Context: an optimization exercise on an open-source flow, tuned for small area, a short achievable clock period and few clock cycles. The choices shown serve that exercise and are no tape-out recipe. RTL that was checked went through simulation tests only; none was proved equivalent to the original. Only the layout flow was run in runs 1 to 4 and 7; the RTL was not checked for function there. Power figures rest on the tool's default switching activity, not on a simulated workload.

$ cat design/flow/run.sh
#!/bin/bash
# synth_recipe.tcl (not shown) runs the flow's synth.tcl, then flattens the netlist and writes it again
# the make line also repeats each setting of config.mk as NAME=value (left out here)
make -C /OpenROAD-flow-scripts/flow DESIGN_CONFIG=/design/flow/config.mk WORK_HOME=/design/flow/orfs CLKGATE_MAP_FILE= SYNTH_SCRIPT=/design/flow/synth_recipe.tcl finish
$ cat design/flow/config.mk
export PLATFORM = sky130hd
export DESIGN_NAME = JAM
export DESIGN_NICKNAME = JAM
export VERILOG_FILES = /design/flow/design.v
export SDC_FILE = /design/flow/constraint.sdc
export NUM_CORES = 4
export LEC_CHECK = 0
export CAP_MARGIN = 20
export CORE_MARGIN = 2
export CORE_UTILIZATION = 40
export CTS_CLUSTER_DIAMETER = 80
export CTS_CLUSTER_SIZE = 24
export SETUP_SLACK_MARGIN = 3.0
export SLEW_MARGIN = 20
$ cat design/flow/constraint.sdc
create_clock -name core_clock -period 6.0 [get_ports {CLK}]
set_input_delay 1.2000 -clock core_clock [delete_from_list [all_inputs] [get_ports {CLK}]]
set_output_delay 1.2000 -clock core_clock [all_outputs]
set_load 0.01 [all_outputs]
$ cat design/flow/design.v
module JAM (
input CLK,
input RST,
output reg [2:0] W,
output reg [2:0] J,
input [6:0] Cost,
output reg [3:0] MatchCount,
output reg [9:0] MinCost,
output reg Valid );
reg [7:0] k;
always @(posedge CLK or posedge RST) begin
    if (RST) k <= 0;
    else if (k != 136) k <= k + 1'b1;
end
reg [5:0] addr;
always @(posedge CLK or posedge RST) begin
    if (RST) addr <= 0;
    else addr <= addr + 1'b1;
end
always @(*) begin
    W = addr[5:3];
    J = addr[2:0];
end
always @(posedge CLK) Valid <= (k == 135) || (k == 136);
reg [447:0] m;    
reg [447:0] nx;
reg [7:0] ldw;    
integer i;
always @(posedge CLK)
    for (i = 0; i < 8; i = i + 1) ldw[i] <= (k < 64) && (k[5:3] == i);
always @(*) begin
    for (i = 0; i < 64; i = i + 1)
        if (i % 8 != 7) nx[7*i +: 7] = m[7*(i+1) +: 7];
        else nx[7*i +: 7] = ldw[i / 8] ? Cost : m[7*(i-7) +: 7];
end
always @(posedge CLK) m <= nx;
wire [447:0] rd;
genvar gi;
generate for (gi = 0; gi < 64; gi = gi + 1) begin : rdg
    if (gi % 8 == 7 && gi / 8 != 7) assign rd[7*gi +: 7] = m[7*(gi-7) +: 7];
    else assign rd[7*gi +: 7] = nx[7*gi +: 7];
end endgenerate
reg [17:0] sel;
always @(posedge CLK)
    if (k < 8'd67) sel <= 18'h12949;
    else if (k < 8'd75) sel <= 18'h24632;
    else if (k < 8'd83) sel <= 18'hca4a;
    else if (k < 8'd91) sel <= 18'h11a49;
    else if (k < 8'd99) sel <= 18'h22534;
    else if (k < 8'd107) sel <= 18'ha58c;
    else if (k < 8'd115) sel <= 18'ha94c;
    else if (k < 8'd123) sel <= 18'h11689;
    else if (k < 8'd127) sel <= 18'h21634;
    else sel <= 18'hc68a;
wire [223:0] c;
assign c[0 +: 7] = ({7{sel[0]}} & rd[7 +: 7])
    | ({7{sel[1]}} & rd[14 +: 7])
    | ({7{sel[2]}} & rd[35 +: 7]);
assign c[7 +: 7] = ({7{sel[3]}} & rd[0 +: 7])
    | ({7{sel[4]}} & rd[7 +: 7]);
assign c[14 +: 7] = ({7{sel[5]}} & rd[0 +: 7])
    | ({7{sel[6]}} & rd[21 +: 7])
    | ({7{sel[7]}} & rd[42 +: 7]);
assign c[21 +: 7] = ({7{sel[8]}} & rd[14 +: 7])
    | ({7{sel[9]}} & rd[28 +: 7]);
assign c[28 +: 7] = ({7{sel[0]}} & rd[63 +: 7])
    | ({7{sel[1]}} & rd[70 +: 7])
    | ({7{sel[2]}} & rd[91 +: 7]);
assign c[35 +: 7] = ({7{sel[3]}} & rd[56 +: 7])
    | ({7{sel[4]}} & rd[63 +: 7]);
assign c[42 +: 7] = ({7{sel[5]}} & rd[56 +: 7])
    | ({7{sel[6]}} & rd[77 +: 7])
    | ({7{sel[7]}} & rd[98 +: 7]);
assign c[49 +: 7] = ({7{sel[8]}} & rd[70 +: 7])
    | ({7{sel[9]}} & rd[84 +: 7]);
assign c[56 +: 7] = ({7{sel[0]}} & rd[119 +: 7])
    | ({7{sel[1]}} & rd[126 +: 7])
    | ({7{sel[2]}} & rd[147 +: 7]);
assign c[63 +: 7] = ({7{sel[3]}} & rd[112 +: 7])
    | ({7{sel[4]}} & rd[119 +: 7]);
assign c[70 +: 7] = ({7{sel[5]}} & rd[112 +: 7])
    | ({7{sel[6]}} & rd[133 +: 7])
    | ({7{sel[7]}} & rd[154 +: 7]);
assign c[77 +: 7] = ({7{sel[8]}} & rd[126 +: 7])
    | ({7{sel[9]}} & rd[140 +: 7]);
assign c[84 +: 7] = ({7{sel[0]}} & rd[175 +: 7])
    | ({7{sel[1]}} & rd[182 +: 7])
    | ({7{sel[2]}} & rd[203 +: 7]);
assign c[91 +: 7] = ({7{sel[3]}} & rd[168 +: 7])
    | ({7{sel[4]}} & rd[175 +: 7]);
assign c[98 +: 7] = ({7{sel[5]}} & rd[168 +: 7])
    | ({7{sel[6]}} & rd[189 +: 7])
    | ({7{sel[7]}} & rd[210 +: 7]);
assign c[105 +: 7] = ({7{sel[8]}} & rd[182 +: 7])
    | ({7{sel[9]}} & rd[196 +: 7]);
assign c[112 +: 7] = ({7{sel[10]}} & rd[245 +: 7])
    | ({7{sel[11]}} & rd[266 +: 7]);
assign c[119 +: 7] = ({7{sel[12]}} & rd[238 +: 7])
    | ({7{sel[13]}} & rd[252 +: 7])
    | ({7{sel[14]}} & rd[259 +: 7]);
assign c[126 +: 7] = ({7{sel[15]}} & rd[231 +: 7])
    | ({7{sel[16]}} & rd[259 +: 7])
    | ({7{sel[17]}} & rd[266 +: 7]);
assign c[133 +: 7] = rd[273 +: 7];
assign c[140 +: 7] = ({7{sel[10]}} & rd[301 +: 7])
    | ({7{sel[11]}} & rd[322 +: 7]);
assign c[147 +: 7] = ({7{sel[12]}} & rd[294 +: 7])
    | ({7{sel[13]}} & rd[308 +: 7])
    | ({7{sel[14]}} & rd[315 +: 7]);
assign c[154 +: 7] = ({7{sel[15]}} & rd[287 +: 7])
    | ({7{sel[16]}} & rd[315 +: 7])
    | ({7{sel[17]}} & rd[322 +: 7]);
assign c[161 +: 7] = rd[329 +: 7];
assign c[168 +: 7] = ({7{sel[10]}} & rd[357 +: 7])
    | ({7{sel[11]}} & rd[378 +: 7]);
assign c[175 +: 7] = ({7{sel[12]}} & rd[350 +: 7])
    | ({7{sel[13]}} & rd[364 +: 7])
    | ({7{sel[14]}} & rd[371 +: 7]);
assign c[182 +: 7] = ({7{sel[15]}} & rd[343 +: 7])
    | ({7{sel[16]}} & rd[371 +: 7])
    | ({7{sel[17]}} & rd[378 +: 7]);
assign c[189 +: 7] = rd[385 +: 7];
assign c[196 +: 7] = ({7{sel[10]}} & rd[413 +: 7])
    | ({7{sel[11]}} & rd[434 +: 7]);
assign c[203 +: 7] = ({7{sel[12]}} & rd[406 +: 7])
    | ({7{sel[13]}} & rd[420 +: 7])
    | ({7{sel[14]}} & rd[427 +: 7]);
assign c[210 +: 7] = ({7{sel[15]}} & rd[399 +: 7])
    | ({7{sel[16]}} & rd[427 +: 7])
    | ({7{sel[17]}} & rd[434 +: 7]);
assign c[217 +: 7] = rd[441 +: 7];
localparam [23:0] PAIRS = {2'd2,2'd3, 2'd1,2'd3, 2'd1,2'd2, 2'd0,2'd3, 2'd0,2'd2, 2'd0,2'd1};
reg [7:0] su0 [0:3][0:5];
reg [7:0] su1 [0:3][0:5];
integer g, e;
always @(posedge CLK) begin
    for (g = 0; g < 4; g = g + 1)
        for (e = 0; e < 6; e = e + 1) begin
            su0[g][e] <= c[7*(8*g+PAIRS[4*e+2 +: 2]) +: 7] + c[7*(8*g+4+PAIRS[4*e +: 2]) +: 7];
            su1[g][e] <= c[7*(8*g+PAIRS[4*e +: 2]) +: 7] + c[7*(8*g+4+PAIRS[4*e+2 +: 2]) +: 7];
        end
end
reg [7:0] pa_v [0:3][0:5];
reg       pa_d [0:3][0:5];
always @(posedge CLK) begin
    for (g = 0; g < 4; g = g + 1)
        for (e = 0; e < 6; e = e + 1) begin
            pa_v[g][e] <= (su1[g][e] < su0[g][e]) ? su1[g][e] : su0[g][e];
            pa_d[g][e] <= (su1[g][e] == su0[g][e]);
        end
end
reg [8:0] ta [0:1][0:2];
reg [8:0] tb [0:1][0:2];
reg [2:0] na [0:1][0:2];
reg [2:0] nb [0:1][0:2];
integer h, q;
always @(posedge CLK) begin
    for (h = 0; h < 2; h = h + 1)
        for (q = 0; q < 3; q = q + 1) begin
            ta[h][q] <= pa_v[2*h][q] + pa_v[2*h+1][5-q];
            na[h][q] <= (pa_d[2*h][q] ? 3'd2 : 3'd1) << pa_d[2*h+1][5-q];
            tb[h][q] <= pa_v[2*h][5-q] + pa_v[2*h+1][q];
            nb[h][q] <= (pa_d[2*h][5-q] ? 3'd2 : 3'd1) << pa_d[2*h+1][q];
        end
end
reg [8:0] sp_v [0:1][0:2];
reg [3:0] sp_n [0:1][0:2];
always @(posedge CLK) begin
    for (h = 0; h < 2; h = h + 1)
        for (q = 0; q < 3; q = q + 1) begin
            sp_v[h][q] <= (tb[h][q] < ta[h][q]) ? tb[h][q] : ta[h][q];
            sp_n[h][q] <= (tb[h][q] < ta[h][q]) ? {1'b0, nb[h][q]} :
                          (tb[h][q] == ta[h][q]) ? {1'b0, na[h][q]} + {1'b0, nb[h][q]} : {1'b0, na[h][q]};
        end
end
reg [8:0] hb_v [0:1];
reg [3:0] hb_n [0:1];
reg lt01, lt02, lt12, eq01, eq02, eq12;
reg [3:0] n01, n02, n12, n012;
always @(posedge CLK) begin
    for (h = 0; h < 2; h = h + 1) begin
        lt01 = sp_v[h][0] < sp_v[h][1];
        lt02 = sp_v[h][0] < sp_v[h][2];
        lt12 = sp_v[h][1] < sp_v[h][2];
        eq01 = sp_v[h][0] == sp_v[h][1];
        eq02 = sp_v[h][0] == sp_v[h][2];
        eq12 = sp_v[h][1] == sp_v[h][2];
        n01 = sp_n[h][0] + sp_n[h][1];
        n02 = sp_n[h][0] + sp_n[h][2];
        n12 = sp_n[h][1] + sp_n[h][2];
        n012 = n01 + sp_n[h][2];
        if ((lt01 || eq01) && (lt02 || eq02)) begin
            hb_v[h] <= sp_v[h][0];
            hb_n[h] <= (eq01 && eq02) ? n012 : eq01 ? n01 : eq02 ? n02 : sp_n[h][0];
        end
        else if (!lt01 && (lt12 || eq12)) begin
            hb_v[h] <= sp_v[h][1];
            hb_n[h] <= eq12 ? n12 : sp_n[h][1];
        end
        else begin
            hb_v[h] <= sp_v[h][2];
            hb_n[h] <= sp_n[h][2];
        end
    end
end
reg [9:0] tot;
reg [3:0] totn;
always @(posedge CLK) begin
    tot <= hb_v[0] + hb_v[1];
    totn <= hb_n[0] * hb_n[1];
end
wire accum = (k >= 66) && (k < 136);
always @(posedge CLK) begin
    if (k == 66) begin
        MinCost <= tot;
        MatchCount <= totn;
    end
    else if (accum) begin
        if (tot < MinCost) begin
            MinCost <= tot;
            MatchCount <= totn;
        end
        else if (tot == MinCost) MatchCount <= MatchCount + totn;
    end
end
endmodule
==> summary.txt, run 1 <==
Timing
  • Slew HR: 0.2899
  • Tcrit/Tclk final: 0.4937
  • Endpoints failing hold: 0
  • Skew final: about 0.035 ns
  • Fin. max-slew vios: 0
  • Fmax: around 0.34 GHz
  • Worst hold slack: between 0.3 and 0.4 ns
  • Slew @ Worst Pin: about 1.1 ns
  • Setup violators final: 0
  • Min Clock Period, post-route: just under 3 ns
  • Setup WS post-layout: 3.038 ns
  • Fin Setup TNS: 0 ns
  • RSZ-0062 raised after global routing: no

Placed design
  • # port buffers: 29
  • Pre-CTS setup slack: approximately 1.6 ns
  • Final GP Congestion: a little over 0.9
  • HPWL Detailed: approximately 120 mm

Setup path
  • CP Class: input port to register
  • Worst EP required: 6.58 ns
  • Startpoint types: input port
  • CP max FO: 8
  • CP arrival: roughly 3.5 ns
  • CP Capture Type: register
  • Worst R2R Path Depth: 13

Clocking
  • Clock Tree Root: clkbuf_16
  • Worst skew pair latency: 0.69 ns
  • Hold buffer count at CTS: 0
  • TritonCTS clock tree: done
  • Num CTS Buffers: approximately 70
  • Worst-path clk slew: roughly 0.09 ns
  • H-tree Lvls: 3
  • Max clock buf depth: 3
  • Clock sinks: about 1,400

Route
  • Final WL: around 150 mm
  • Vias/cell: 5.109
  • DRT antenna net count: 0
  • Met2 WL: 67.52 mm
  • Max layer used: met5
  • Detail Route met3 WL: 8.889 mm
  • Met1 Wirelength: around 70 mm
  • Routed via count: between 30,000 and 40,000
  • DR iter-0 viols: ~2,700
  • Wire per inst: ~20 um
  • Drt first pass iters: 7
  • DRC viols: 0

Logic synthesis
  • Synth Flop Type: dfxtp_1
  • Total nets after synthesis: ~6,300
  • Area contributors post-synth: dfxtp_1 (45%), ha_1 (17%), mux2_2 (5.9%)
  • Yosys cell types: 67
  • Synth top area share: 0.4478
  • Top-count cell post-synth: dfxtp_1
  • Post-synth top cells: dfxtp_1 (1,331), ha_1 (815), inv_1 (681)
  • Synthesized area: just under 60,000 um^2
  • Synth warnings: 13
  • Mapped Cells: 5,446
  • Seq/Total Area, Yosys: 0.4608
  • #FFs+latches synth: 1,359
  • Number of flops mapped to enable cells by yosys: 14
  • Post-synth top area cell: dfxtp_1
  • Fraction of registers with async set/reset: 0.01030
  • Average size of a mapped cell: 10.92 um^2

Floorplan
  • Die Y: between 300 and 400 um
  • DIE WIDTH: between 300 and 400 um
  • Die Area: roughly 150,000 um^2
  • Initial Util: 0.4029
  • FP Rows: between 100 and 150
  • Core region area: 147,700 um^2
  • IO Pins: 30

Global route
  • Total Routing Usage GR: 0.1997
  • First-pass GRT wire length: approximately 230 mm
  • Initial antenna violation count: 26
  • Remaining Overflow, GRT: 0
  • Largest net degree at the start of global routing: 35
  • Vias in the first global route: 37,870

Power
  • Worst VDD drop: about 0.21 mV
  • P_leak: approximately 30 nW
  • PD cells: 383.1 nW/um^2
  • Power, Total: 24.83 mW

Layout
  • Area grow syn2layout: 8.927%
  • Fill count: about 14,000
  • Fin nets: around 6,400
  • Layout cells sized above 1: 0.09916
  • Final Core Density: 0.4389

Job
  • Max Cap Viol: 0

Run status
  • Status: no timing/DRC/antenna violations

Min path
  • Hold Crit Class: register to register
  • Hold path cells: 0
-- power by group --
part	internal (mW)	switching, mW
registers	10.6	0.879
logic	3.64	4.30
clock network	2.40	3.01
total	16.6	8.19
-- worst max-delay path, stage by stage --
cell and delay [ns]:
clkdlybuf4s50_1 0.88, mux2_2 0.58, ha_1 0.35, a21oi_1 0.23, nor2b_1 0.07, o21ai_0 0.15
nand2b_1 0.07
-- cell families after synthesis --
family | share of synthesized area
AO/OA/AOI/OAI | 0.1246
XOR/XNOR | 0.05079
adder cells (fa/ha/maj) | 0.1970
buffers and inverters | 0.04917
flip-flops | 0.4608
multiplexers | 0.06416
AND/OR/NAND/NOR | 0.05350
-- through the flow --
stage / instances / instance area, um^2
floorplan: 5446 / 59500
global placement: 7343 / 62030
detailed placement: 7345 / 62040
CTS: 7469 / 64450
global route: 7497 / 64790
finish: 7505 / 64810
-- layout make-up --
| cell class | instances | area (um^2) | area share |
|---|---|---|---|
| repair buffers | 102 | 922.1 | 0.01423 |
| diodes | 8 | 20.02 | 0.0003089 |
| well taps | 1930 | 2415 | 0.03726 |
| inverters | 681 | 2556 | 0.03944 |
| clock inverters | 20 | 235.2 | 0.003630 |
| multi-input cells | 3321 | 29280 | 0.4518 |
| clock buffers | 84 | 1931 | 0.02979 |
| flip-flops and latches | 1359 | 27450 | 0.4235 |
-- final timing paths --
| check | start | endpoint | slack [ns] |
|---|---|---|---|
| max in group asynchronous | RST | k[5] | 4.33 |
| max | Cost[4] | su0[23][7] | 3.04 |
| min reg2reg | m[344] | m[337] | 0.33 |
| min in group asynchronous | RST | addr[5] | 1.06 |
| min | m[344] | m[337] | 0.33 |
| max reg2reg | sel[16] | su0[7][6] | 3.04 |
-- cells in the final DEF, fill, tap and decap left out, types with 110 or more instances in the layout --
master and n:
nand2_1 110, dfxtp_1 1321, mux2_2 311, inv_1 671
a21oi_1 332, a222oi_1 112, a21o_1 192, xnor2_1 259
o21ai_0 189, ha_1 815, nor2_1 159
-- sequential cells by signal, indices dropped and copies added (netlist names), 18 cells and up --
name,count
nb,18
tb,54
sp_n,24
pa_v,192
na,18
hb_v,18
ta,54
m,448
su0,192
pa_d,24
su1,192
sp_v,54
-- routing by layer --
metal	vias to the layer above	track usage
met5	-	0
li1	18980	-
met4	4	0.08006
met3	262	0.03650
met2	929	0.3168
met1	18170	0.2682
-- timing repair --
item                       in CTS  in global routing
setup endpoints to repair     160                 86
setup buffers                  20                 28
pin swaps                       9                 15
resized for setup              31                 46
==> run 2: changes to the inputs <==
--- a/design/flow/config.mk
+++ b/design/flow/config.mk
@@ -11,4 +11,4 @@
 export CTS_CLUSTER_DIAMETER = 80
 export CTS_CLUSTER_SIZE = 24
-export SETUP_SLACK_MARGIN = 3.0
+export SETUP_SLACK_MARGIN = 3.4
 export SLEW_MARGIN = 20
==> summary.txt, run 2 <==
Route
  • Routed via count: ~40,000
  • DRC viols: 0
  • Drt first pass iters: 8
  • Vias/cell: 5.146
  • DRT antenna net count: 0
  • DR iter-0 viols: about 3,100
  • Wire per inst: roughly 21 um
  • Final WL: 161.9 mm

Timing
  • Endpoints failing hold: 0
  • Slew HR: 0.3570
  • RSZ-0062 raised after global routing: yes
  • Min Clock Period, post-route: 2.741 ns
  • Slew @ Worst Pin: approximately 0.95 ns
  • Skew final: about 0.035 ns
  • Tcrit/Tclk final: 0.4568
  • Fin Setup TNS: 0 ns
  • Fmax: between 0.3 and 0.4 GHz
  • Fin. max-slew vios: 0
  • Setup violators final: 0

Logic synthesis
  • Synth Flop Type: dfxtp_1
  • Combinational family with the most area after synthesis: adder cells
  • Seq/Total Area, Yosys: 0.4608
  • Number of flops mapped to enable cells by yosys: 14
  • Xor-xnor portion of the synthesized cell area: 0.05079
  • Total nets after synthesis: 6,346
  • Synthesized area: between 50,000 and 60,000 um^2
  • Post-synth top cells: dfxtp_1 (1,331), ha_1 (815), inv_1 (681)
  • Top-count cell post-synth: dfxtp_1
  • Average size of a mapped cell: roughly 11 um^2
  • #FFs+latches synth: about 1,400
  • Area contributors post-synth: dfxtp_1 (45%), ha_1 (17%), mux2_2 (5.9%)
  • Post-Synth Adder-Cell Area: 0.1970
  • Mapped Cells: between 5,000 and 6,000
  • Fraction of registers with async set/reset: 0.01030
  • Post-synth top area cell: dfxtp_1
  • Yosys cell types: 67
  • Synth top area share: 0.4478
  • Mux share of post-synthesis cell area: 0.06416
  • Post-synthesis compound-gate area fraction: 0.1246
  • Simple-gate portion of the synthesized area: 0.05350
  • Synth warnings: 13

Setup path
  • Startpoint types: register
  • CP Capture Type: register
  • Worst EP required: 6.58 ns
  • CP max stage delay: roughly 0.51 ns
  • Worst path cell trace: buf_6 > clkbuf_16 > a222oi_1 > inv_2 > buf_6 > ha_4 > a21oi_2 > nor2_1 > nor2_1 > o21bai_1 > a21oi_1 > xnor2_1
  • CP arrival: approximately 3.3 ns
  • Slowest cell on crit path: a222oi_1
  • CP max FO: 6
  • CP Class: register to register
  • Critical path's top delay family: compound AO/OA/AOI/OAI gates
  • Crit path buf inv count: 4

Layout
  • Post-route cell area: roughly 69,000 um^2
  • Fin nets: around 6,700
  • Most frequent cells in the layout: dfxtp_1 (1,315), ha_1 (720), inv_1 (620)
  • Layout cells sized above 1: 0.2076
  • Area of the multi-input gates: around 31,000 um^2
  • Final Core Density: 0.4701
  • Max FFs per register: 448
  • Largest Register: m
  • Non-filler cells, final: around 7,800
  • Commonest non-fill, non-tap cell in the layout: dfxtp_1
  • Reg area: roughly 27,000 um^2
  • Area grow syn2layout: 16.67%
  • Fill count: 13,300

Placed design
  • HPWL Detailed: 121.1 mm
  • Placed Instance Area: 62,150 um^2
  • Final GP Congestion: approximately 0.94
  • Placed cells: approximately 7,300
  • # port buffers: 29

Power
  • PD cells: 369.4 nW/um^2
  • P_leak: roughly 32 nW
  • Worst VDD drop: around 0.22 mV

Run status
  • Status: no timing/DRC/antenna violations

Global route
  • Vias in the first global route: 38,890
  • Total Routing Usage GR: 0.2058
  • Initial antenna violation count: 24
  • First-pass GRT wire length: 236.2 mm
  • Largest net degree at the start of global routing: 35
  • Remaining Overflow, GRT: 0

Clocking
  • Clock sinks: approximately 1,400
  • H-tree Lvls: 3
  • TritonCTS clock tree: done
  • Num CTS Buffers: 77
  • Worst skew pair latency: 0.71 ns
  • Max clock buf depth: 3
  • Clock Tree Root: clkbuf_16
  • Worst-path clk slew: ~0.09 ns

Job
  • Max Cap Viol: 0

Floorplan
  • FP Rows: between 100 and 150
  • DIE WIDTH: roughly 390 um
  • IO Pins: 30
  • Die Area: 151,800 um^2
  • Core region area: 147,700 um^2
  • Die Y: 389.7 um
  • Initial Util: 0.4029

Min path
  • Hold Crit Class: register to register
-- run 2: cell counts after synthesis --
Identical to the previous run, type by type.
-- run 2: what timing repair did --
action | 4_1_cts | 5_1_grt
gates resized for setup | 271 | 382
endpoints found under the setup margin | 351 | 190
cloned | 3 | 2
setup buffers | 131 | 154
pin swaps | 104 | 318
endpoints found under the hold margin | 0 | 0
hold buffers | 0 | 0
-- run 2: kinds of logic (layout without fill, tap and decap cells) --
group | count (synthesis) | in the layout
AOI/OAI and AO/OA | 1117 | 1117
xor gates and xnor gates | 345 | 345
adders and majority gates | 891 | 891
buffers and inverters | 766 | 1144
DFF | 1359 | 1359
muxes | 342 | 342
other | 0 | 4
and+or+nand+nor | 626 | 626
-- run 2: metrics by stage --
stage | hold WS [ns] | setup slack (ns) | power (mW)
floorplan | 0.3096 | 3.335 | 17.25
global placement | 0.3099 | 2.293 | 19.49
detailed placement | 0.3121 | 2.249 | 19.64
CTS | 0.3148 | 3.307 | 25.57
global route | 0.3253 | 3.151 | 27.27
finish | 0.3234 | 3.259 | 25.65
-- run 2: layer usage --
layer / global-route usage / share of wire
met1: 0.2863 / 0.46
met2: 0.3310 / 0.45
met3: 0.02457 / 0.053
met4: 0.06822 / 0.035
met5: 0 / 0.000086
-- run 2: report_power, final --
group	internal [mW]	switching, mW	total [mW]
registers	10.6	0.875	11.5
logic	3.89	4.49	8.38
clock network	2.61	3.19	5.80
-- run 2: worst register-to-register path, delay by kind of cell (launching register included) --
| family | cells | cell delay [ns] |
|---|---|---|
| adder cells (fa/ha/maj) | 1 | 0.25 |
| AO/OA/AOI/OAI | 4 | 0.88 |
| AND/OR/NAND/NOR | 2 | 0.19 |
| flip-flops | 1 | 0.41 |
| XOR/XNOR | 1 | 0.21 |
| buffers and inverters | 4 | 0.67 |
-- run 2: worst paths after layout --
kind | startpoint | end | slack (ns) | cells after the start
setup / recovery | sel[5] | su1[7][6] | 3.26 | 12
hold / removal | m[231] | m[224] | 0.32 | 0
setup reg to reg | sel[5] | su1[7][6] | 3.26 | 12
hold reg to reg | m[231] | m[224] | 0.32 | 0
max in group asynchronous | RST | addr[3] | 4.75 | 2
min in group asynchronous | RST | k[2] | 0.85 | 2
-- run 2: final cells by class --
class	instances	share of cell area
Clock buffer	86	0.02839
Tap cell	1930	0.03479
Inverter	681	0.03744
Antenna cell	4	0.0001442
Multi-Input combinational cell	3321	0.4509
Sequential cell	1359	0.3957
Clock inverter	34	0.006849
Timing Repair Buffer	343	0.04580
==> run 3: changes to the inputs <==
--- a/design/flow/config.mk
+++ b/design/flow/config.mk
@@ -6,4 +6,5 @@
 export NUM_CORES = 4
 export LEC_CHECK = 0
+export ABC_CLOCK_PERIOD_IN_PS = 2500
 export CAP_MARGIN = 20
 export CORE_MARGIN = 2
==> summary.txt, run 3 <==
Logic synthesis
  • Area contributors post-synth: dfxtp_1 (45%), ha_1 (17%), mux2_2 (5.9%)
  • Synth warnings: 13
  • Xor-xnor portion of the synthesized cell area: 0.05079
  • Seq/Total Area, Yosys: 0.4608
  • Post-synthesis compound-gate area fraction: 0.1246
  • Simple-gate portion of the synthesized area: 0.05350
  • Yosys cell types: 67
  • Post-synth top area cell: dfxtp_1
  • Post-Synth Adder-Cell Area: 0.1970
  • Mux share of post-synthesis cell area: 0.06416
  • Combinational family with the most area after synthesis: adder cells
  • Post-synth top cells: dfxtp_1 (1,331), ha_1 (815), inv_1 (681)
  • Synthesized area: 59,500 um^2
  • Synth top area share: 0.4478
  • Average size of a mapped cell: around 11 um^2
  • Number of flops mapped to enable cells by yosys: 14
  • Synth Flop Type: dfxtp_1
  • #FFs+latches synth: between 1,000 and 1,500
  • Mapped Cells: 5,446
  • Total nets after synthesis: around 6,300
  • Fraction of registers with async set/reset: 0.01030
  • Top-count cell post-synth: dfxtp_1

Route
  • DR iter-0 viols: about 3,000
  • DRT antenna net count: 0
  • Drt first pass iters: 8
  • Routed via count: 39,920
  • Vias/cell: a little over 5
  • DRC viols: 0
  • Wire per inst: roughly 21 um
  • Final WL: roughly 160 mm

Placed design
  • Placed cells: ~7,300
  • Final GP Congestion: 0.9408
  • # port buffers: 29
  • Pre-CTS setup slack: ~2.2 ns
  • HPWL Detailed: between 100 and 150 mm
  • Placed Instance Area: approximately 62,000 um^2

Setup path
  • CP arrival: 3.32 ns
  • Slowest cell on crit path: a222oi_1
  • FF-to-FF End: su1[7][6]
  • CP max stage delay: slightly above 0.5 ns
  • Critical path's top delay family: compound AO/OA/AOI/OAI gates
  • Worst path cell trace: buf_6 > clkbuf_16 > a222oi_1 > inv_2 > buf_6 > ha_4 > a21oi_2 > nor2_1 > nor2_1 > o21bai_1 > a21oi_1 > xnor2_1
  • Flop2flop setup slack: approximately 3.3 ns
  • CP Class: register to register
  • Startpoint types: register
  • Worst R2R Path Depth: 12
  • CP endpoint: su1[7][6]
  • CP max FO: 6
  • Instance count on the critical path: 12
  • Crit path buf inv count: 4
  • Worst setup path startpoint: sel[5]
  • Worst EP required: 6.58 ns
  • CP Capture Type: register
  • Worst flop-to-flop path startpoint: sel[5]

Power
  • Combinational power share: 0.327
  • Register share of total power: 0.447
  • Worst VDD drop: roughly 0.22 mV
  • Sw Ratio: 0.3334
  • Total internal power: ~17 mW
  • P_leak: 32.23 nW
  • Clock power frac: 0.226
  • PD cells: around 370 nW/um^2
  • Net switching power: between 8 and 9 mW

Layout
  • Area grow syn2layout: 16.67%
  • Layout cells sized above 1: 0.2076
  • Fill count: 13,300
  • Max FFs per register: between 400 and 500
  • Fin nets: between 6,000 and 7,000
  • Commonest non-fill, non-tap cell in the layout: dfxtp_1
  • Most frequent cells in the layout: dfxtp_1 (1,315), ha_1 (720), inv_1 (620)
  • Largest Register: m
  • Non-filler cells, final: between 7,000 and 8,000
  • Post-route cell area: slightly below 70,000 um^2

Timing
  • RSZ-0062 raised after global routing: yes
  • Fin. max-slew vios: 0
  • Min Clock Period, post-route: 2.741 ns
  • Skew final: roughly 0.035 ns
  • Setup WS post-layout: 3.259 ns
  • Tcrit/Tclk final: 0.4568
  • Fmax: 0.3649 GHz
  • Fin Setup TNS: 0 ns
  • Setup violators final: 0
  • Endpoints failing hold: 0
  • Slew HR: 0.3570
  • Slew @ Worst Pin: ~0.95 ns

Clocking
  • Worst skew pair latency: around 0.71 ns
  • TritonCTS clock tree: done
  • Worst-path clk slew: roughly 0.090 ns
  • Hold buffer count at CTS: 0
  • H-tree Lvls: 3
  • Clock sinks: roughly 1,400
  • Clock Tree Root: clkbuf_16
  • Num CTS Buffers: 77
  • Max clock buf depth: 3

Global route
  • Initial antenna violation count: 24
  • First-pass GRT wire length: approximately 240 mm
  • Largest net degree at the start of global routing: 35
  • Vias in the first global route: ~40,000
  • Total Routing Usage GR: 0.2058
  • Remaining Overflow, GRT: 0

Job
  • Max Cap Viol: 0

Floorplan
  • Die Area: around 150,000 um^2
  • Die Y: a little under 400 um
  • Initial Util: 0.4029
  • DIE WIDTH: between 300 and 400 um
  • FP Rows: around 140
  • Core region area: 147,700 um^2
  • IO Pins: 30

Run status
  • Status: no timing/DRC/antenna violations

Min path
  • Hold Crit Class: register to register
[run 3: cell counts after synthesis]
No cell type changed its count.
[run 3: how the worst min path moves through the flow]
stage / slack, ns / start / depth (start not counted) / endpoint
2_1_floorplan: 0.31 / m[231] / 0 / m[224]
6_report: 0.32 / m[231] / 0 / m[224]
3_3_place_gp: 0.31 / m[290] / 0 / m[283]
3_5_place_dp: 0.31 / m[236] / 0 / m[229]
4_1_cts: 0.31 / m[231] / 0 / m[224]
5_1_grt: 0.33 / m[231] / 0 / m[224]
[run 3: timing repair]
action / CTS / global route
gates cloned: 3 / 2
gates resized for setup: 271 / 382
buffers inserted: 131 / 154
setup endpoints to repair: 351 / 190
pin swaps: 104 / 318
[run 3: cells by family after synthesis]
group | after synthesis
adders and majority gates | 891
buffers and inverters | 766
and+or+nand+nor | 626
xor gates and xnor gates | 345
muxes | 342
DFF | 1359
AOI/OAI and AO/OA | 1117
[run 3: final cells by class]
type                    instances  area (um^2)  share of cell area
diodes                          4        10.01           0.0001442
clock buffers                  86         1971             0.02839
clock inverters                34        475.5            0.006849
inverters                     681         2599             0.03744
multi-input cells            3321        31300              0.4509
flip-flops and latches       1359        27470              0.3957
well taps                    1930         2415             0.03479
repair buffers                343         3179             0.04580
[run 3: stage by stage]
step	power, mW	util	hold WS (ns)
6_report	25.65	0.4701	0.3234
2_1_floorplan	17.25	-	0.3096
4_1_cts	25.57	0.4503	0.3148
3_5_place_dp	19.64	0.4209	0.3121
3_3_place_gp	19.49	0.4209	0.3099
5_1_grt	27.27	0.4700	0.3253
[run 3: routing by layer]
| metal | track usage | up-vias | part of all wire |
|---|---|---|---|
| li1 | - | 19460 | - |
| met4 | 0.06822 | 4 | 0.035 |
| met5 | 0 | - | 0.000086 |
| met2 | 0.3310 | 1009 | 0.45 |
| met1 | 0.2863 | 19170 | 0.46 |
| met3 | 0.02457 | 281 | 0.053 |
[run 3: worst reg2reg max path, cell delays in order (launching register included)]
cell and delay (ns):
dfxtp_4 0.41, buf_6 0.14, clkbuf_16 0.14, a222oi_1 0.51
inv_2 0.21, buf_6 0.18, ha_4 0.25, a21oi_2 0.12
nor2_1 0.05, nor2_1 0.14, o21bai_1 0.09, a21oi_1 0.16
xnor2_1 0.21
[run 3: power by group through the flow]
stage | registers (mW) | clock network (mW) | logic [mW]
floorplan | 11.3 | 0 | 5.96
detailed placement | 11.7 | 0 | 7.95
global placement | 11.7 | 0 | 7.84
finish | 11.5 | 5.80 | 8.38
global route | 11.6 | 6.26 | 9.38
CTS | 11.5 | 5.94 | 8.16
==> run 4: changes to the inputs <==
--- a/design/flow/config.mk
+++ b/design/flow/config.mk
@@ -12,4 +12,4 @@
 export CTS_CLUSTER_DIAMETER = 80
 export CTS_CLUSTER_SIZE = 24
-export SETUP_SLACK_MARGIN = 3.4
+export SETUP_SLACK_MARGIN = 3.6
 export SLEW_MARGIN = 20
==> summary.txt, run 4 <==
Run status
  • Status: no timing/DRC/antenna violations

Power
  • Worst VDD drop: about 0.26 mV
  • Clock power frac: 0.215
  • Total internal power: roughly 17 mW
  • Combinational power share: 0.343
  • Register share of total power: 0.442
  • P_leak: 33.47 nW
  • Power, Total: approximately 26 mW
  • Sw Ratio: 0.3302
  • PD cells: roughly 360 nW/um^2
  • Net switching power: ~8.6 mW

Setup path
  • CP max FO: 9
  • CP Capture Type: register
  • Startpoint types: register
  • CP arrival: 3.32 ns
  • CP Class: register to register
  • Worst EP required: 6.59 ns

Global route
  • First-pass GRT wire length: 240.7 mm
  • Remaining Overflow, GRT: 0
  • Initial antenna violation count: 23
  • Vias in the first global route: ~40,000
  • Largest net degree at the start of global routing: 29
  • Total Routing Usage GR: 0.2093

Logic synthesis
  • Top-count cell post-synth: dfxtp_1
  • Seq/Total Area, Yosys: 0.4608
  • Yosys cell types: 67
  • Mapped Cells: 5,446
  • Number of flops mapped to enable cells by yosys: 14
  • Synth Flop Type: dfxtp_1
  • Synth warnings: 13
  • Post-synth top cells: dfxtp_1 (1,331), ha_1 (815), inv_1 (681)
  • Area contributors post-synth: dfxtp_1 (45%), ha_1 (17%), mux2_2 (5.9%)
  • Synthesized area: 59,500 um^2
  • Post-synth top area cell: dfxtp_1
  • Total nets after synthesis: ~6,300
  • Synth top area share: 0.4478
  • Average size of a mapped cell: ~11 um^2
  • #FFs+latches synth: about 1,400
  • Fraction of registers with async set/reset: 0.01030

Layout
  • Most frequent cells in the layout: dfxtp_1 (1,312), ha_1 (674), inv_1 (589)
  • Commonest non-fill, non-tap cell in the layout: dfxtp_1
  • Non-filler cells, final: slightly below 8,000
  • Fin nets: between 6,000 and 7,000
  • Largest Register: m
  • Layout cells sized above 1: 0.2639
  • Fill count: ~13,000
  • Area grow syn2layout: 21.81%
  • Max FFs per register: around 450
  • Post-route cell area: ~72,000 um^2

Floorplan
  • Initial Util: 0.4029
  • FP Rows: ~140
  • Core region area: 147,700 um^2
  • DIE WIDTH: 389.7 um
  • IO Pins: 30
  • Die Y: between 300 and 400 um
  • Die Area: approximately 150,000 um^2

Timing
  • Fin Setup TNS: 0 ns
  • Setup violators final: 0
  • Fin. max-slew vios: 0
  • Fmax: ~0.37 GHz
  • Endpoints failing hold: 0
  • Min Clock Period, post-route: ~2.7 ns
  • RSZ-0062 raised after global routing: yes
  • Slew HR: 0.4515
  • Skew final: around 0.04 ns
  • Slew @ Worst Pin: 0.8197 ns
  • Tcrit/Tclk final: 0.4547

Placed design
  • Final GP Congestion: approximately 0.94
  • Placed Instance Area: 62,370 um^2
  • HPWL Detailed: about 120 mm
  • Placed cells: about 7,400
  • # port buffers: 29

Clocking
  • Clock sinks: between 1,000 and 1,500
  • Clock Tree Root: clkbuf_16
  • Worst-path clk slew: 0.10 ns
  • Worst skew pair latency: around 0.71 ns
  • Num CTS Buffers: 73
  • Max clock buf depth: 3
  • TritonCTS clock tree: done
  • H-tree Lvls: 3

Route
  • Wire per inst: around 21 um
  • Detail Route met3 WL: around 9 mm
  • Vias/cell: roughly 5.2
  • Met2 WL: approximately 75 mm
  • Drt first pass iters: 9
  • Met1 Wirelength: approximately 75 mm
  • DRT antenna net count: 0
  • Final WL: 164.9 mm
  • DR iter-0 viols: ~3,100
  • Routed via count: 40,770
  • DRC viols: 0
  • Max layer used: met4

Min path
  • Hold Crit Class: register to register

Job
  • Max Cap Viol: 0
## run 4: timing repair
item                       in CTS  in global routing
gates resized for setup       639                354
buffers inserted              273                152
pin swaps                     321                405
hold buffers                    0                  0
setup endpoints to repair     408                327
cloned                         12                  3
## run 4: layout make-up
cell class / count / area (um^2) / area share
Multi-Input combinational cell: 3323 / 32870 / 0.4535
Sequential cell: 1359 / 27470 / 0.3791
Timing Repair Buffer: 498 / 4762 / 0.06571
Inverter: 681 / 2649 / 0.03655
Tap cell: 1930 / 2415 / 0.03332
Clock buffer: 81 / 1899 / 0.02621
Clock inverter: 29 / 390.4 / 0.005387
Antenna cell: 8 / 20.02 / 0.0002762
## run 4: worst max-delay path, cell delays in order (launching register included)
cell      delay [ns]
dfxtp_4         0.39
buf_12          0.16
buf_4           0.14
a222oi_1        0.60
inv_1           0.25
ha_2            0.47
inv_1           0.07
o21bai_1        0.17
a21oi_1         0.11
xnor2_1         0.26
## run 4: layer usage
metal	track usage	vias up
li1	-	19800
met1	0.2872	19660
met2	0.3375	1052
met3	0.02593	259
met4	0.07604	0
met5	0	-
## run 4: stage by stage
stage | hold slack (ns) | util | setup WS (ns)
detailed placement | 0.3121 | 0.4224 | 2.216
finish | 0.3209 | 0.4908 | 3.272
global placement | 0.3098 | 0.4224 | 2.294
floorplan | 0.3096 | - | 3.342
CTS | 0.3283 | 0.4695 | 3.365
global route | 0.3382 | 0.4907 | 3.165
## run 4: final timing paths
kind | startpoint | endpoint | slack (ns) | cells after the start
max reg2reg | sel[14] | su1[12][6] | 3.27 | 9
min | m[345] | m[338] | 0.32 | 0
max in group asynchronous | RST | addr[5] | 4.77 | 2
min reg2reg | m[345] | m[338] | 0.32 | 0
min in group asynchronous | RST | k[2] | 0.85 | 2
max | sel[14] | su1[12][6] | 3.27 | 9
## run 4: logic make-up after synthesis
family,after synthesis,synth area share
flops,1359,0.4608
compound gates,1117,0.1246
fa+ha+maj,891,0.1970
buf+inv,766,0.04917
simple gates,626,0.05350
xor+xnor,345,0.05079
mux,342,0.06416
## run 4: power groups by stage
stage	logic, mW	registers, mW	clock network, mW
after floorplan	5.97	11.3	0
after global placement	7.73	11.7	0
after detailed placement	7.83	11.7	0
after CTS	8.36	11.5	5.73
after global routing	9.96	11.7	6.06
final	8.94	11.5	5.60
==> run 5: changes to the inputs <==
--- a/design/flow/design.v
+++ b/design/flow/design.v
@@ -152,6 +152,6 @@
 reg [8:0] ta [0:1][0:2];
 reg [8:0] tb [0:1][0:2];
-reg [2:0] na [0:1][0:2];
-reg [2:0] nb [0:1][0:2];
+reg [1:0] fa [0:1][0:2];    
+reg [1:0] fb [0:1][0:2];
 integer h, q;
 always @(posedge CLK) begin
@@ -159,10 +159,11 @@
         for (q = 0; q < 3; q = q + 1) begin
             ta[h][q] <= pa_v[2*h][q] + pa_v[2*h+1][5-q];
-            na[h][q] <= (pa_d[2*h][q] ? 3'd2 : 3'd1) << pa_d[2*h+1][5-q];
+            fa[h][q] <= {pa_d[2*h][q], pa_d[2*h+1][5-q]};
             tb[h][q] <= pa_v[2*h][5-q] + pa_v[2*h+1][q];
-            nb[h][q] <= (pa_d[2*h][5-q] ? 3'd2 : 3'd1) << pa_d[2*h+1][q];
+            fb[h][q] <= {pa_d[2*h][5-q], pa_d[2*h+1][q]};
         end
 end
 reg [8:0] sp_v [0:1][0:2];
+reg [3:0] na, nb;
 reg [3:0] sp_n [0:1][0:2];
 always @(posedge CLK) begin
@@ -170,6 +171,7 @@
         for (q = 0; q < 3; q = q + 1) begin
             sp_v[h][q] <= (tb[h][q] < ta[h][q]) ? tb[h][q] : ta[h][q];
-            sp_n[h][q] <= (tb[h][q] < ta[h][q]) ? {1'b0, nb[h][q]} :
-                          (tb[h][q] == ta[h][q]) ? {1'b0, na[h][q]} + {1'b0, nb[h][q]} : {1'b0, na[h][q]};
+            na = (&fa[h][q]) ? 4'd4 : (|fa[h][q]) ? 4'd2 : 4'd1;
+            nb = (&fb[h][q]) ? 4'd4 : (|fb[h][q]) ? 4'd2 : 4'd1;
+            sp_n[h][q] <= (tb[h][q] < ta[h][q]) ? nb : (tb[h][q] == ta[h][q]) ? na + nb : na;
         end
 end
==> design/flow/config.mk (replaced) <==
export PLATFORM = sky130hd
export DESIGN_NAME = JAM
export DESIGN_NICKNAME = JAM
export VERILOG_FILES = /design/flow/design.v
export SDC_FILE = /design/flow/constraint.sdc
export NUM_CORES = 4
export LEC_CHECK = 0
export CAP_MARGIN = 20
export CORE_MARGIN = 2
export CORE_UTILIZATION = 60
export CTS_CLUSTER_DIAMETER = 80
export CTS_CLUSTER_SIZE = 24
export PLACE_DENSITY = 0.75
export SETUP_SLACK_MARGIN = 3.2
export SLEW_MARGIN = 20
==> summary.txt, run 5 <==
Clocking
  • Num CTS Buffers: 68
  • H-tree Lvls: 3
  • Worst skew pair latency: about 0.66 ns
  • Hold buffer count at CTS: 0
  • TritonCTS clock tree: done
  • Worst-path clk slew: ~0.10 ns
  • Clock sinks: approximately 1,300
  • Clock Tree Root: clkbuf_16
  • Max clock buf depth: 3

Layout
  • Post-route cell area: approximately 64,000 um^2
  • Most frequent cells in the layout: dfxtp_1 (1,309), ha_1 (802), inv_1 (688)
  • Non-filler cells, final: ~6,900
  • Layout cells sized above 1: 0.1197
  • Final Core Density: 0.6552
  • Fin nets: around 6,500
  • Largest Register: m
  • Area grow syn2layout: 8.523%
  • Commonest non-fill, non-tap cell in the layout: dfxtp_1
  • Fill count: 7,608
  • Max FFs per register: between 400 and 500

Power
  • PD cells: around 390 nW/um^2
  • P_leak: between 30 and 40 nW
  • Worst VDD drop: slightly below 0.2 mV
  • Power, Total: around 25 mW

Route
  • Drt first pass iters: 9
  • Wire per inst: roughly 21 um
  • DRT antenna net count: 0
  • DR iter-0 viols: 3,997
  • Vias/cell: between 5 and 6
  • DRC viols: 0
  • Routed via count: just under 40,000
  • Final WL: about 150 mm

Logic synthesis
  • Synthesized area: between 50,000 and 60,000 um^2
  • Average size of a mapped cell: 10.82 um^2
  • Top-count cell post-synth: dfxtp_1
  • #FFs+latches synth: about 1,300
  • Area contributors post-synth: dfxtp_1 (45%), ha_1 (17%), mux2_2 (5.3%)
  • Synth Flop Type: dfxtp_1
  • Number of flops mapped to enable cells by yosys: 14
  • Post-synth top area cell: dfxtp_1
  • Seq/Total Area, Yosys: 0.4587
  • Post-synth top cells: dfxtp_1 (1,319), ha_1 (820), inv_1 (709)
  • Synth warnings: 13
  • Yosys cell types: between 70 and 80
  • Total nets after synthesis: approximately 6,400
  • Synth top area share: 0.4457
  • Fraction of registers with async set/reset: 0.01039
  • Mapped Cells: about 5,500

Timing
  • Slew @ Worst Pin: between 0.9 and 1 ns
  • Endpoints failing hold: 0
  • Setup WS post-layout: 3.191 ns
  • Fin Setup TNS: 0 ns
  • RSZ-0062 raised after global routing: yes
  • Fin. max-slew vios: 0
  • Worst hold slack: roughly 0.32 ns
  • Fmax: 0.3559 GHz
  • Tcrit/Tclk final: 0.4682
  • Slew HR: 0.3745
  • Min Clock Period, post-route: between 2 and 3 ns
  • Skew final: around 0.034 ns
  • Setup violators final: 0

Setup path
  • CP max stage delay: 0.41 ns
  • Slowest cell on crit path: fa_1
  • Worst EP required: 6.57 ns
  • Worst path cell trace: buf_8 > buf_4 > a222oi_1 > inv_1 > ha_2 > fa_1 > a21oi_1 > nor2_1 > nor2_2 > o21bai_1 > a21oi_2 > xnor2_1
  • Startpoint types: register
  • Critical path's top delay family: compound AO/OA/AOI/OAI gates
  • Worst flop-to-flop path startpoint: sel[16]
  • Worst setup path startpoint: sel[16]
  • CP Capture Type: register
  • CP max FO: 10
  • CP arrival: roughly 3.4 ns
  • CP Class: register to register
  • Crit path buf inv count: 3

Floorplan
  • FP Rows: ~120
  • Core region area: slightly below 100,000 um^2
  • Die Area: between 100,000 and 150,000 um^2
  • IO Pins: 30
  • Die Y: 318.2 um
  • Initial Util: 0.6037
  • DIE WIDTH: 318.2 um

Global route
  • Initial antenna violation count: 24
  • Largest net degree at the start of global routing: 47
  • Total Routing Usage GR: 0.2833
  • First-pass GRT wire length: between 200 and 250 mm
  • Vias in the first global route: around 39,000
  • Remaining Overflow, GRT: 0

Placed design
  • Placed Instance Area: between 60,000 and 70,000 um^2
  • Placed cells: about 6,700
  • Pre-CTS setup slack: between 2 and 2.5 ns
  • # port buffers: 29
  • Final GP Congestion: 0.9847
  • HPWL Detailed: 112.2 mm

Min path
  • Hold Crit Class: register to register
  • Hold Crit Start: m[404]

Run status
  • Status: no timing/DRC/antenna violations

Job
  • Max Cap Viol: 0
## run 5: power breakdown
part	leakage (nW)	switching (mW)	internal, mW	total (mW)
clock	0.919	2.85	2.13	4.98
sequential	11.3	0.932	10.6	11.5
combinational	18.6	4.53	3.76	8.29
## run 5: area by class of cell
class | instances | area (um^2) | share of cell area
Antenna cell | 7 | 17.52 | 0.0002724
Sequential cell | 1347 | 27200 | 0.4231
Multi-Input combinational cell | 3331 | 29580 | 0.4600
Inverter | 709 | 2673 | 0.04157
Timing Repair Buffer | 145 | 1324 | 0.02059
Clock inverter | 14 | 142.6 | 0.002218
Clock buffer | 75 | 1749 | 0.02720
Tap cell | 1287 | 1610 | 0.02504
## run 5: repair_timing
| item | 4_1_cts | 5_1_grt |
|---|---|---|
| endpoints found under the setup margin | 280 | 116 |
| pin swaps | 16 | 59 |
| buffers inserted | 37 | 52 |
| cloned | 0 | 2 |
| gates resized for setup | 65 | 162 |
## run 5: cells by family (layout without fill, tap and decap cells)
family                     after synthesis  after routing  share of synthesized area
DFF                                   1347           1347                     0.4587
AOI/OAI and AO/OA                     1143           1144                     0.1280
adders and majority gates              897            897                     0.1990
buffers and inverters                  800            943                    0.05115
and+or+nand+nor                        640            640                    0.05470
xor gates and xnor gates               345            345                    0.05100
muxes                                  305            305                    0.05744
other                                    0              7                          0
## run 5: metal layers
metal  GRT usage  vias to the layer above  routed length, um
li1            -                    19090                  -
met4      0.1171                        2               6675
met5           0                        -                 12
met1      0.3923                    18720              65380
met3     0.04286                      365              10900
met2      0.4435                     1457              63800
## run 5: path summary, 6_finish.rpt
path,endpoint,slack (ns),cells past startpoint
max in group asynchronous,addr[0],4.78,2
min,m[397],0.32,0
min in group asynchronous,k[2],0.86,2
min reg2reg,m[397],0.32,0
max,su1[13][6],3.19,12
max reg2reg,su1[13][6],3.19,12
Testbench counts of run 5, summed over its fixed seeds: cycles 1,644.
==> run 6: changes to the inputs <==
--- a/design/flow/config.mk
+++ b/design/flow/config.mk
@@ -8,8 +8,7 @@
 export CAP_MARGIN = 20
 export CORE_MARGIN = 2
-export CORE_UTILIZATION = 60
+export CORE_UTILIZATION = 40
 export CTS_CLUSTER_DIAMETER = 80
 export CTS_CLUSTER_SIZE = 24
-export PLACE_DENSITY = 0.75
 export SETUP_SLACK_MARGIN = 3.2
 export SLEW_MARGIN = 20
==> summary.txt, run 6 <==
Route
  • DR iter-0 viols: 2,812
  • DRC viols: 0
  • Wire per inst: 20.42 um
  • Vias/cell: approximately 5
  • Final WL: between 150 and 200 mm
  • DRT antenna net count: 0
  • Drt first pass iters: 8
  • Routed via count: 38,980

Power
  • Worst VDD drop: between 0.2 and 0.3 mV
  • PD cells: ~390 nW/um^2
  • P_leak: 31.08 nW
  • Power, Total: about 26 mW

Timing
  • Fin. max-slew vios: 0
  • Skew final: ~0.034 ns
  • Tcrit/Tclk final: 0.4576
  • Fin Setup TNS: 0 ns
  • Setup WS post-layout: 3.255 ns
  • Setup violators final: 0
  • Fmax: roughly 0.36 GHz
  • Endpoints failing hold: 0
  • Slew @ Worst Pin: a little under 1 ns
  • Min Clock Period, post-route: ~2.7 ns
  • Slew HR: 0.3217
  • RSZ-0062 raised after global routing: yes

Floorplan
  • IO Pins: 30
  • FP Rows: approximately 140
  • Core region area: ~150,000 um^2
  • Initial Util: 0.4017
  • Die Y: around 390 um
  • DIE WIDTH: roughly 390 um
  • Die Area: around 150,000 um^2

Layout
  • Max FFs per register: ~450
  • Most frequent cells in the layout: dfxtp_1 (1,307), ha_1 (811), inv_1 (691)
  • Commonest non-fill, non-tap cell in the layout: dfxtp_1
  • Fill count: around 14,000
  • Area grow syn2layout: 10.73%
  • Reg area: approximately 27,000 um^2
  • Fin nets: ~6,500
  • Area of the multi-input gates: between 20,000 and 30,000 um^2
  • Layout cells sized above 1: 0.1173
  • Post-route cell area: around 66,000 um^2
  • Largest Register: m

Setup path
  • Worst setup path startpoint: sel[14]
  • CP Capture Type: register
  • Startpoint types: register
  • Worst flop-to-flop path startpoint: sel[14]
  • CP arrival: approximately 3.4 ns
  • CP endpoint: su0[21][6]
  • Worst EP required: around 6.6 ns
  • Flop2flop setup slack: ~3.3 ns
  • Worst R2R Path Depth: 12
  • FF-to-FF End: su0[21][6]
  • CP max FO: 24
  • CP Class: register to register

Logic synthesis
  • Area contributors post-synth: dfxtp_1 (45%), ha_1 (17%), mux2_2 (5.3%)
  • Synth top area share: 0.4457
  • Fraction of registers with async set/reset: 0.01039
  • Total nets after synthesis: ~6,400
  • Seq/Total Area, Yosys: 0.4587
  • Synth warnings: 13
  • #FFs+latches synth: about 1,300
  • Yosys cell types: approximately 70
  • Top-count cell post-synth: dfxtp_1
  • Mapped Cells: ~5,500
  • Post-synth top area cell: dfxtp_1
  • Average size of a mapped cell: 10.82 um^2
  • Post-synth top cells: dfxtp_1 (1,319), ha_1 (820), inv_1 (709)
  • Synthesized area: slightly below 60,000 um^2
  • Synth Flop Type: dfxtp_1
  • Number of flops mapped to enable cells by yosys: 14

Global route
  • Total Routing Usage GR: 0.1999
  • Initial antenna violation count: 28
  • Remaining Overflow, GRT: 0
  • First-pass GRT wire length: between 200 and 250 mm
  • Largest net degree at the start of global routing: 37
  • Vias in the first global route: roughly 38,000

Clocking
  • Max clock buf depth: 3
  • Num CTS Buffers: 78
  • Clock sinks: ~1,300
  • TritonCTS clock tree: done
  • H-tree Lvls: 3
  • Clock Tree Root: clkbuf_16
  • Worst skew pair latency: ~0.71 ns
  • Worst-path clk slew: around 0.1 ns
  • Hold buffer count at CTS: 0

Placed design
  • Final GP Congestion: around 0.94
  • Pre-CTS setup slack: ~2.1 ns
  • Placed Instance Area: between 60,000 and 70,000 um^2
  • HPWL Detailed: about 120 mm
  • # port buffers: 29

Run status
  • Status: no timing/DRC/antenna violations

Min path
  • Hold Crit Class: register to register

Job
  • Max Cap Viol: 0
run 6: worst min-delay path by stage:
| stage | slack (ns) | end | depth (start not counted) | startpoint |
|---|---|---|---|---|
| after floorplan | 0.31 | fa[0][0] | 0 | pa_d[11] |
| after global placement | 0.31 | m[230] | 0 | m[237] |
| after detailed placement | 0.31 | fb[0][0] | 0 | pa_d[6] |
| after CTS | 0.32 | m[226] | 0 | m[233] |
| after global routing | 0.33 | m[227] | 0 | m[234] |
| final | 0.32 | m[226] | 0 | m[233] |
run 6: per-stage QoR:
stage | hold slack, ns | utilization | std cells
finish | 0.3241 | 0.4448 | 7585
global route | 0.3291 | 0.4446 | 7576
floorplan | 0.3096 | - | 5477
CTS | 0.3210 | 0.4395 | 7528
detailed placement | 0.3121 | 0.4190 | 7369
global placement | 0.3106 | 0.4190 | 7369
run 6: logic make-up after synthesis:
group | synth area share
AND/OR/NAND/NOR | 0.05470
adder cells (fa/ha/maj) | 0.1990
buffers and inverters | 0.05115
XOR/XNOR | 0.05100
AO/OA/AOI/OAI | 0.1280
multiplexers | 0.05744
flip-flops | 0.4587
run 6: report_power, final:
part	switching (mW)	internal, mW
Combinational	4.62	3.75
Clock	3.20	2.81
Sequential	0.930	10.6
run 6: area by class of cell:
| class | count | share of cell area |
|---|---|---|
| Clock inverter | 37 | 0.007705 |
| Sequential cell | 1347 | 0.4148 |
| Clock buffer | 91 | 0.03208 |
| Inverter | 709 | 0.04062 |
| Timing Repair Buffer | 131 | 0.01873 |
| Antenna cell | 9 | 0.0003433 |
| Tap cell | 1930 | 0.03681 |
| Multi-Input combinational cell | 3331 | 0.4489 |
run 6: routing by layer:
layer	routed length (um)	track usage	part of all wire	vias up
li1	-	-	-	19110
met1	72780	0.2798	0.47	18610
met2	69170	0.3201	0.45	1051
met3	8503	0.02527	0.055	214
met4	4416	0.06307	0.029	4
met5	27	0	0.00017	-
run 6: repair_timing:
item | 4_1_cts | 5_1_grt
setup endpoints to repair | 246 | 106
cloned | 2 | 2
gates resized for setup | 71 | 130
pin swaps | 13 | 46
setup buffers | 29 | 46
run 6: worst max-delay path: stages, from the launching register on:
cell	delay, ns
dfxtp_4	0.40
buf_12	0.18
a222oi_1	0.38
inv_1	0.19
buf_4	0.19
ha_2	0.18
fa_2	0.36
a21oi_1	0.15
nor2_1	0.07
nor2_2	0.14
o21bai_1	0.09
a21oi_2	0.17
xnor2_2	0.14
==> run 7: changes to the inputs <==
--- a/design/flow/design.v
+++ b/design/flow/design.v
@@ -143,9 +143,16 @@
 reg [7:0] pa_v [0:3][0:5];
 reg       pa_d [0:3][0:5];
+reg [7:0] df;
+reg lt;
+integer b;
 always @(posedge CLK) begin
     for (g = 0; g < 4; g = g + 1)
         for (e = 0; e < 6; e = e + 1) begin
-            pa_v[g][e] <= (su1[g][e] < su0[g][e]) ? su1[g][e] : su0[g][e];
-            pa_d[g][e] <= (su1[g][e] == su0[g][e]);
+            df = su1[g][e] ^ su0[g][e];
+            lt = 1'b0;
+            for (b = 0; b < 8; b = b + 1)
+                lt = df[b] ? su0[g][e][b] : lt;
+            pa_v[g][e] <= lt ? su1[g][e] : su0[g][e];
+            pa_d[g][e] <= ~|df;
         end
 end
==> summary.txt, run 7 <==
Power
  • P_leak: between 20 and 30 nW
  • PD cells: between 300 and 400 nW/um^2
  • Worst VDD drop: approximately 0.22 mV

Layout
  • Max FFs per register: roughly 450
  • Commonest non-fill, non-tap cell in the layout: dfxtp_1
  • Largest Register: m
  • Fin nets: about 6,300
  • Most frequent cells in the layout: dfxtp_1 (1,307), inv_1 (705), ha_1 (664)
  • Layout cells sized above 1: 0.1116
  • Area grow syn2layout: 10.21%

Logic synthesis
  • Post-synth top cells: dfxtp_1 (1,319), inv_1 (722), ha_1 (677)
  • Synth top area share: 0.4511
  • Fraction of registers with async set/reset: 0.01039
  • Synthesized area: about 59,000 um^2
  • Top-count cell post-synth: dfxtp_1
  • Mapped Cells: 5,455
  • Seq/Total Area, Yosys: 0.4643
  • Total nets after synthesis: around 6,200
  • Average size of a mapped cell: 10.73 um^2
  • Synth warnings: 13
  • Number of flops mapped to enable cells by yosys: 14
  • Synth Flop Type: dfxtp_1
  • #FFs+latches synth: 1,347
  • Post-synth top area cell: dfxtp_1
  • Yosys cell types: 74
  • Area contributors post-synth: dfxtp_1 (45%), ha_1 (14%), mux2_2 (4.7%)

Clocking
  • Worst-path clk slew: 0.09 ns
  • Clock sinks: about 1,300
  • H-tree Lvls: 3
  • Num CTS Buffers: 76
  • Max clock buf depth: 3
  • Clock Tree Root: clkbuf_16
  • Worst skew pair latency: 0.70 ns
  • TritonCTS clock tree: done
  • Hold buffer count at CTS: 0

Timing
  • Slew @ Worst Pin: around 0.86 ns
  • Fin Setup TNS: 0 ns
  • Slew HR: 0.4289
  • RSZ-0062 raised after global routing: yes
  • Worst hold slack: roughly 0.33 ns
  • Skew final: roughly 0.034 ns
  • Fmax: between 0.3 and 0.4 GHz
  • Endpoints failing hold: 0
  • Min Clock Period, post-route: ~2.8 ns
  • Tcrit/Tclk final: 0.4666
  • Setup violators final: 0
  • Fin. max-slew vios: 0

Setup path
  • Worst flop-to-flop path startpoint: sel[15]
  • Worst path cell trace: buf_6 > a222oi_1 > buf_4 > clkinvlp_4 > buf_4 > buf_4 > fa_2 > a21oi_2 > nor2_1 > nor2_2 > o21bai_1 > a21oi_1 > xnor2_1
  • CP arrival: 3.41 ns
  • Worst setup path startpoint: sel[15]
  • Slowest cell on crit path: fa_2
  • Worst R2R Path Depth: 13
  • CP Class: register to register
  • FF-to-FF End: su1[15][6]
  • CP max stage delay: roughly 0.4 ns
  • CP Capture Type: register
  • Startpoint types: register
  • Most common cell on crit path: buf_4
  • CP endpoint: su1[15][6]
  • Worst EP required: roughly 6.6 ns
  • Flop2flop setup slack: roughly 3.2 ns
  • CP max FO: 14

Global route
  • Largest net degree at the start of global routing: 45
  • Vias in the first global route: about 38,000
  • First-pass GRT wire length: approximately 230 mm
  • Remaining Overflow, GRT: 0
  • Total Routing Usage GR: 0.2020
  • Initial antenna violation count: 21

Route
  • DRT antenna net count: 0
  • Drt first pass iters: 6
  • DRC viols: 0
  • Routed via count: 38,690
  • DR iter-0 viols: about 2,900
  • Vias/cell: about 5
  • Wire per inst: just over 20 um
  • Final WL: ~150 mm

Placed design
  • # port buffers: 29
  • Final GP Congestion: slightly above 0.9
  • HPWL Detailed: ~120 mm

Floorplan
  • DIE WIDTH: between 300 and 400 um
  • Initial Util: 0.4026
  • Die Area: about 150,000 um^2
  • Core region area: 145,400 um^2
  • FP Rows: 140
  • IO Pins: 30
  • Die Y: roughly 390 um

Run status
  • Status: no timing/DRC/antenna violations

Job
  • Max Cap Viol: 0

Min path
  • Hold Crit Class: register to register
run 7: logic make-up after synthesis:
family,share of synthesized area
AO/OA/AOI/OAI,0.1354
adder cells (fa/ha/maj),0.1750
multiplexers,0.06259
AND/OR/NAND/NOR,0.05769
flip-flops,0.4643
buffers and inverters,0.05327
XOR/XNOR,0.05177
run 7: metrics by stage:
step                      worst slack [ns]    util  instances  power (mW)  cell area (um^2)
after floorplan                      3.200       -       5455       17.04             58550
after global routing                 3.113  0.4436       7515       26.66             64490
after global placement               1.817  0.4197       7326       19.27             61020
after detailed placement             1.869  0.4198       7327       19.41             61030
final                                3.200  0.4437       7522       25.02             64510
after CTS                            3.201  0.4401       7491       25.19             63980
run 7: worst min-delay path by stage:
stage | from | to | slack [ns] | cells past startpoint
5_1_grt | m[290] | m[283] | 0.34 | 0
3_3_place_gp | m[291] | m[284] | 0.31 | 0
4_1_cts | pa_d[18] | fb[3][0] | 0.33 | 0
2_1_floorplan | pa_d[11] | fa[0][0] | 0.31 | 0
6_report | pa_d[8] | fb[2][0] | 0.33 | 0
3_5_place_dp | pa_d[5] | fb[0][1] | 0.31 | 0
run 7: routing by layer:
layer,vias to the layer above,GRT usage,wire length (um)
met4,4,0.06260,4323
met2,972,0.3248,69020
met3,215,0.01988,7859
met1,18460,0.2853,72890
li1,19040,-,-
met5,-,0,31
run 7: timing repair:
action,4_1_cts,5_1_grt
hold endpoints to repair,0,0
cloned,1,0
setup endpoints to repair,251,105
setup buffers,43,23
pin swaps,16,36
gates resized for setup,74,118
run 7: power by group:
part           leakage (nW)  internal (mW)  switching, mW
Clock                  1.19           2.60           3.14
Combinational          17.5           3.50           4.39
Sequential             11.3           10.5          0.898
Total                  30.0           16.6           8.43
run 7: worst max-delay path, delay by kind of cell (launching register included):
family	cells	cell delay, ns
adders and majority gates	1	0.40
and+or+nand+nor	2	0.19
xor gates and xnor gates	1	0.13
DFF	1	0.37
buffers and inverters	5	0.85
AOI/OAI and AO/OA	4	0.79
run 7: cell type report:
cell class / count / area [um^2]
tap: 1917 / 2399
clock inverter: 29 / 394.1
timing repair buffer: 118 / 1079
inverter: 723 / 2718
sequential: 1347 / 27210
multi-input combinational: 3290 / 28630
clock buffer: 91 / 2062
fill: 13540 / 80880
antenna: 7 / 17.52

[what the ideal ports hide]
The results above use ideal ports. As a check the final layouts listed here were re-extracted and re-timed, cells and wires unchanged. Step 1 sets driving cells, clkbuf_16 on the clock port and buf_2 on the other inputs (assumed; they add their load-dependent delay and slew). Step 2 times the ports against the registers' clock, not the clock port: input delays grow and output delays shrink by t, the midpoint of the rising clock arrivals with the driver on. Slacks: ideal / step 1 / step 2; pairs: ideal / step 1.
run | t (ns) | setup WS [ns] | hold WS [ns] | worst slew at a driven data input, ns
run 1 | 0.756 | 3.038 / 3.038 / 2.337 | 0.327 / 0.327 / 0.327 | 0.04
run 2 | 0.766 | 3.259 / 3.259 / 2.767 | 0.323 / 0.323 / 0.323 | 0.06
run 3 | 0.766 | 3.259 / 3.259 / 2.767 | 0.323 / 0.323 / 0.323 | 0.06
run 4 | 0.764 | 3.272 / 3.272 / 2.829 | 0.321 / 0.321 / 0.321 | 0.03
run 5 | 0.718 | 3.191 / 3.191 / 2.629 | 0.324 / 0.324 / 0.324 | 0.06
run 6 | 0.761 | 3.255 / 3.255 / 2.593 | 0.324 / 0.324 / 0.324 | 0.07
run 7 | 0.752 | 3.200 / 3.200 / 2.611 | 0.330 / 0.330 / 0.330 | 0.05
After both steps setup and hold are still met in every run listed. The setup slack of run 1, which loses most, moves by 0.000 ns with the drivers and by -0.701 ns with both steps.
